What follows belongs to an exercise in optimizing a design on an open flow for small area, a short achievable clock period and few clock cycles; a production flow would make more cautious choices.
The RTL was checked by simulation tests, not by an equivalence proof against the original design.
Power is estimated from default activity; no workload was simulated.

== lane 3 ==
## qr_mgs_core
module qr_mgs_core #
(
    parameter NUM_MAC    = 4,
    parameter DW         = 24,
    parameter DOT_W      = 56,
    parameter COL_W      = 8,
    parameter I_W        = 4,
    parameter M_W        = 6,
    parameter ROW_N      = 4,
    parameter ADDR_W_PHI = 12,
    parameter ADDR_W_Q   = 12,
    parameter ADDR_W_R   = 12,
    parameter FW_DATA    = 13,
    parameter FW_ISR     = 22
)
(
    input  wire                    clk,
    input  wire                    rst_n,
    input  wire                    start_core,
    input  wire [COL_W-1:0]        lambda_i,
    input  wire [I_W-1:0]          current_i,
    input  wire [M_W-1:0]          M_rows_in,
    output reg  [ADDR_W_PHI-1:0]   phi_addr,
    input  wire [(NUM_MAC*DW)-1:0] phi_data,
    output reg  [ADDR_W_R-1:0]     r_addr_a,
    output reg                     r_we_a,
    output reg  [DW-1:0]           r_din_a,
    output reg  [ADDR_W_Q-1:0]     q_addr_a,
    output reg                     q_we_a,
    output wire [(NUM_MAC*DW)-1:0] q_din_a,
    output reg  [ADDR_W_Q-1:0]     q_addr_b,
    input  wire [(NUM_MAC*DW)-1:0] q_dout_b,
    output reg  [M_W-1:0]          res_addr_a,
    output reg                     res_we_a,
    output wire [(NUM_MAC*DW)-1:0] res_din_a,
    output reg  [M_W-1:0]          res_addr_b,
    input  wire [(NUM_MAC*DW)-1:0] res_dout_b,
    output reg                     core_done
);
==> flow/config.mk <==
export PLATFORM = sky130hd
export DESIGN_NAME = qr_mgs_core
export DESIGN_NICKNAME = qr_mgs_core
export VERILOG_FILES = /design/flow/design.v
export SDC_FILE = /design/flow/constraint.sdc
export NUM_CORES = 8
export LEC_CHECK = 0
export CAP_MARGIN = 20
export CELL_PAD_IN_SITES_DETAIL_PLACEMENT = 1
export CORE_MARGIN = 2
export CORE_UTILIZATION = 40
export CTS_CLUSTER_DIAMETER = 100
export CTS_CLUSTER_SIZE = 20
export PLACE_DENSITY = 0.45
export SLEW_MARGIN = 20
export SYNTH_MEMORY_MAX_BITS = 8192
==> flow/constraint.sdc <==
create_clock -name core_clock -period 25.0 [get_ports {clk}]
set_input_delay 5.0000 -clock core_clock [delete_from_list [all_inputs] [get_ports {clk}]]
set_output_delay 5.0000 -clock core_clock [all_outputs]
set_load 0.01 [all_outputs]
standard.sh (not shown) runs the stock make flow with config.mk's settings and CLKGATE_MAP_FILE= SYNTH_SCRIPT=/design/flow/synth_recipe.tcl, a recipe that flattens the netlist after the stock synthesis.
==> flow/flow/run.sh <==
#!/bin/bash
# Standard layout with two changes: the port buffers are sky130_fd_sc_hd__buf_2 instead of the
# weakest buffer the resizer would pick, and after placement the flip-flops that drive output
# ports get the 4x drive strength of their cell. Each step's output goes to a log file of its own.
set -euo pipefail
export BUFFER_PORTS_ARGS="-buffer_cell sky130_fd_sc_hd__buf_2"
bash standard.sh synth > synth.log 2>&1
bash standard.sh place > place.log 2>&1
RESULTS=orfs/results/sky130hd/qr_mgs_core/base openroad -no_init -exit flow/upsize.tcl > upsize.log 2>&1
bash standard.sh > layout.log 2>&1
==> flow/flow/upsize.tcl <==
# Upsize the flip-flops that drive output ports (through their port buffers) to the 4x drive
# strength of the same cell, then legalize the placement again.
read_liberty $::env(FLOW_HOME)/platforms/sky130hd/lib/sky130_fd_sc_hd__tt_025C_1v80.lib
set res $::env(RESULTS)
read_db $res/3_place.odb
set block [ord::get_db_block]
set n 0
foreach bterm [$block getBTerms] {
  if {[$bterm getIoType] != "OUTPUT"} continue
  set net [$bterm getNet]
  if {$net == "NULL"} continue
  set buf ""
  foreach it [$net getITerms] { if {[$it isOutputSignal]} { set buf [$it getInst] } }
  if {$buf == ""} continue
  set in_net ""
  foreach it [$buf getITerms] { if {[$it isInputSignal] && [$it getNet] != "NULL"} { set in_net [$it getNet] } }
  if {$in_net == "" || [$in_net getSigType] != "SIGNAL"} continue
  foreach it [$in_net getITerms] {
    if {![$it isOutputSignal]} continue
    set drv [$it getInst]
    set m [[$drv getMaster] getName]
    if {[regexp {^(sky130_fd_sc_hd__(dfxtp|dfrtp))_[12]$} $m -> base]} {
      replace_cell [$drv getName] ${base}_4
      incr n
    }
  }
}
puts "upsized $n flip-flops that drive outputs"
detailed_placement
check_placement -verbose
write_db $res/3_place.odb
Testbench counts of lane 3, summed over its fixed seeds: cycles 98,802.
Input changes introduced in lane 5 (baseline for comparison: lane 3):
--- a/flow/design.v
+++ b/flow/design.v
@@ -1913,21 +1913,21 @@
             d_xphi  <= a_val && (a_type == P_LD0 || a_type == P_LU);
             d_xres  <= a_val && (a_type == P_D || a_type == P_UQ || a_type == P_N2);
             d_xscal <= a_v && (a_type == P_U || a_type == P_RR || a_type == P_N1);
             d_yq    <= a_type == P_LD0 || a_type == P_D || a_type == P_U || a_type == P_N2;
             d_yphi  <= a_type == P_LU;
             d_yres  <= a_type == P_UQ || a_type == P_N1 || a_type == P_RR;
             d_bq    <= a_type == P_RR;
         end
     end
     reg        isr_act;
-    reg [4:0]  ic;
+    reg [3:0]  ic;
     reg [23:0] y0reg;
     reg [52:0] ureg;          
     reg [22:0] sreg0, sreg1;  
     reg [1:0]  sreg2;
     wire [55:0] accv;         
     wire       s2_lastu;
     wire [7:0]  lut_a = (|ureg[52:30]) ? 8'hFF : ureg[29:22];
     wire [23:0] lut_y;
     qr_isr_lut u_lut (.a(lut_a), .y(lut_y));
     wire [22:0] yc0 = y0reg[22:0];
@@ -1936,38 +1936,36 @@
     wire [22:0] u1 = ureg[45:23];
     wire [6:0]  u2 = ureg[52:46];
     wire [31:0] dreg = ureg[31:0];
     wire [31:0] diff = 32'h00C00000 - {accv[10:0], sreg0[22:2]} + (sreg2[1] ? ureg[31:0] : 32'd0);
     always @(posedge clk or negedge rst_n) begin
         if (!rst_n) begin
             isr_act <= 1'b0; ic <= 4'd0;
         end else if (s2_lastu) begin
             isr_act <= 1'b1; ic <= 4'd0;
         end else if (isr_act) begin
-            ic <= ic + 5'd1;
-            if (ic == 5'd16) isr_act <= 1'b0;
+            ic <= ic + 4'd1;
+            if (ic == 4'd15) isr_act <= 1'b0;
         end
     end
-    assign isr_go = isr_act && (ic == 5'd13);
+    assign isr_go = isr_act && (ic == 4'd12);
     always @(posedge clk) begin
         if (isr_act) begin
             if (ic == 4'd0) ureg <= accv[52:0];
             if (ic == 4'd1) y0reg <= lut_y;
             if (ic == 4'd5) sreg0 <= accv[22:0];
             if (ic == 4'd6) begin sreg1 <= accv[22:0]; sreg2 <= accv[24:23]; end
             if (ic == 4'd10) sreg0 <= accv[22:0];
             if (ic == 4'd11) ureg[31:0] <= diff;
         end
     end
     wire [23:0] isr_y = dreg[31] ? y0reg : ((|accv[40:24]) ? 24'hFFFFFF : accv[23:0]);
-    reg  [23:0] yreg;         
-    always @(posedge clk) if (isr_act && ic == 5'd15) yreg <= isr_y;
     reg [23:0] ix0, iy0, ix1, iy1, ix2, iy2;
     reg        i_ld, i_clr;
     always @(*) begin
         ix0 = 24'd0; iy0 = 24'd0; ix1 = 24'd0; iy1 = 24'd0; ix2 = 24'd0; iy2 = 24'd0;
         i_ld = 1'b0; i_clr = 1'b0;
         if (isr_act) begin
             case (ic)
                 4'd2: begin i_ld = 1'b1; i_clr = 1'b1; ix0 = {1'b0, yc0}; iy0 = {1'b0, yc0}; end
                 4'd3: begin i_ld = 1'b1; ix0 = {1'b0, yc0}; iy0 = {22'd0, yc1, 1'b0};
                             ix1 = {1'b0, yc1, 22'd0}; iy1 = 24'd2; end
@@ -1980,21 +1978,21 @@
                 4'd8: begin i_ld = 1'b1; ix0 = {1'b0, u1}; iy0 = {22'd0, sreg2};
                             ix1 = {17'd0, u2}; iy1 = {1'b0, sreg1}; end
                 4'd11: begin i_ld = 1'b1; i_clr = 1'b1; ix0 = {1'b0, yc0}; iy0 = {1'b0, diff[22:0]}; end
                 4'd12: begin i_ld = 1'b1; ix0 = {1'b0, yc0}; iy0 = {16'd0, dreg[30:23]};
                              ix1 = {23'd0, yc1}; iy1 = {1'b0, dreg[22:0]};
                              ix2 = {1'b0, (yc1 ? dreg[30:23] : 8'd0), 15'd0}; iy2 = 24'd256; end
                 default: ;
             endcase
         end
     end
-    wire [23:0] scal = (d_type == P_N1) ? yreg : accv[36:13];
+    wire [23:0] scal = (d_type == P_N1) ? isr_y : accv[36:13];
     reg  [95:0]  xr, yr;      
     wire [95:0]  yv;
     reg [95:0] br1, br2;      
     reg [95:0] qd;            
     reg [95:0] rd;            
     wire [95:0] sc_out;
     genvar g;
     generate
         for (g = 0; g < 4; g = g + 1) begin : ysel
             wire [23:0] ym = ({24{d_yq}}   & q_dout_b[g*24 +: 24]) |
@@ -2103,16 +2101,16 @@
         end else begin
             q_we_a     <= d_val && (d_type == P_LD0 || d_type == P_LU || d_type == P_RR);
             q_addr_a   <= {4'd0, cur_i, d_row};
             res_we_a   <= d_load || s2_wres;
             res_addr_a <= {2'b00, d_load ? d_row : s2_row};
             core_done  <= s2_done;
             r_we_a     <= 1'b0;
             if (d_v && d_first && d_type == P_U) begin
                 r_we_a <= 1'b1; r_addr_a <= {4'd0, jc, cur_i}; r_din_a <= accv[36:13];
             end
-            if (isr_act && ic == 5'd16) begin
-                r_we_a <= 1'b1; r_addr_a <= {4'd0, cur_i, cur_i}; r_din_a <= yreg;
+            if (isr_act && ic == 4'd15) begin
+                r_we_a <= 1'b1; r_addr_a <= {4'd0, cur_i, cur_i}; r_din_a <= isr_y;
             end
         end
     end
 endmodule
==> comparison <==
In terms of fraction of registers with async set/reset, lane 5 and lane 3 differ only marginally.
[lane 5 vs lane 3] normalized max-slew margin: lower in lane 5
Lane 5 ends up with higher total power than lane 3 does.
Comparing lane 5 and lane 3, the lower number of instances in the synthesized netlist was measured on lane 3.
Where wire length of the first global-routing pass is concerned, lane 3 is better than lane 5.
Length of routed met3 wiring: lane 5 vs lane 3 up about 20%
In terms of relative area of clock buffers and inverters in the final design, lane 5 and lane 3 differ only marginally.
As far as utilization after layout is concerned, lane 3 and lane 5 perform about the same.
Note that the maximum number of pins on one net before global-route repair recorded for lane 5 amounts to 0.865 times the value seen in lane 3.
| tap cell count | lower: lane 3 |
Relative to lane 3, lane 5 degrades area of all placed cells without fillers.
Testbench counts of lane 5, summed over its fixed seeds: cycles 98,514.

==> port drivers added, routing unchanged <==
In the flow no input, the clock included, has a driving cell. The finished layouts below were timed again as built, in two steps. Step 1 assumes that a clkbuf_16 drives the clock port and a buf_2 every other input. Step 2, shift: input delay + t, output delay - t, t = (earliest + latest rising clock arrival at the registers) / 2. This alone moves slack from input paths to output paths. a / b / c = ideal / step 1 / step 2; a / b = the first two.
| run | t (ns) | slack for setup (ns) | latest minus earliest clock arrival (ns) | cell pins on the clock port's net |
|---|---|---|---|---|
| lane 3 | 1.003 | 18.217 / 18.217 / 17.631 | 0.087 / 0.087 | 1 |
| lane 5 | 1.028 | 18.242 / 18.229 / 17.648 | 0.103 / 0.103 | 1 |
After both steps setup and hold are still met in every run listed. The setup slack of lane 5, which loses most, moves by -0.013 ns with the drivers and by -0.594 ns with both steps.
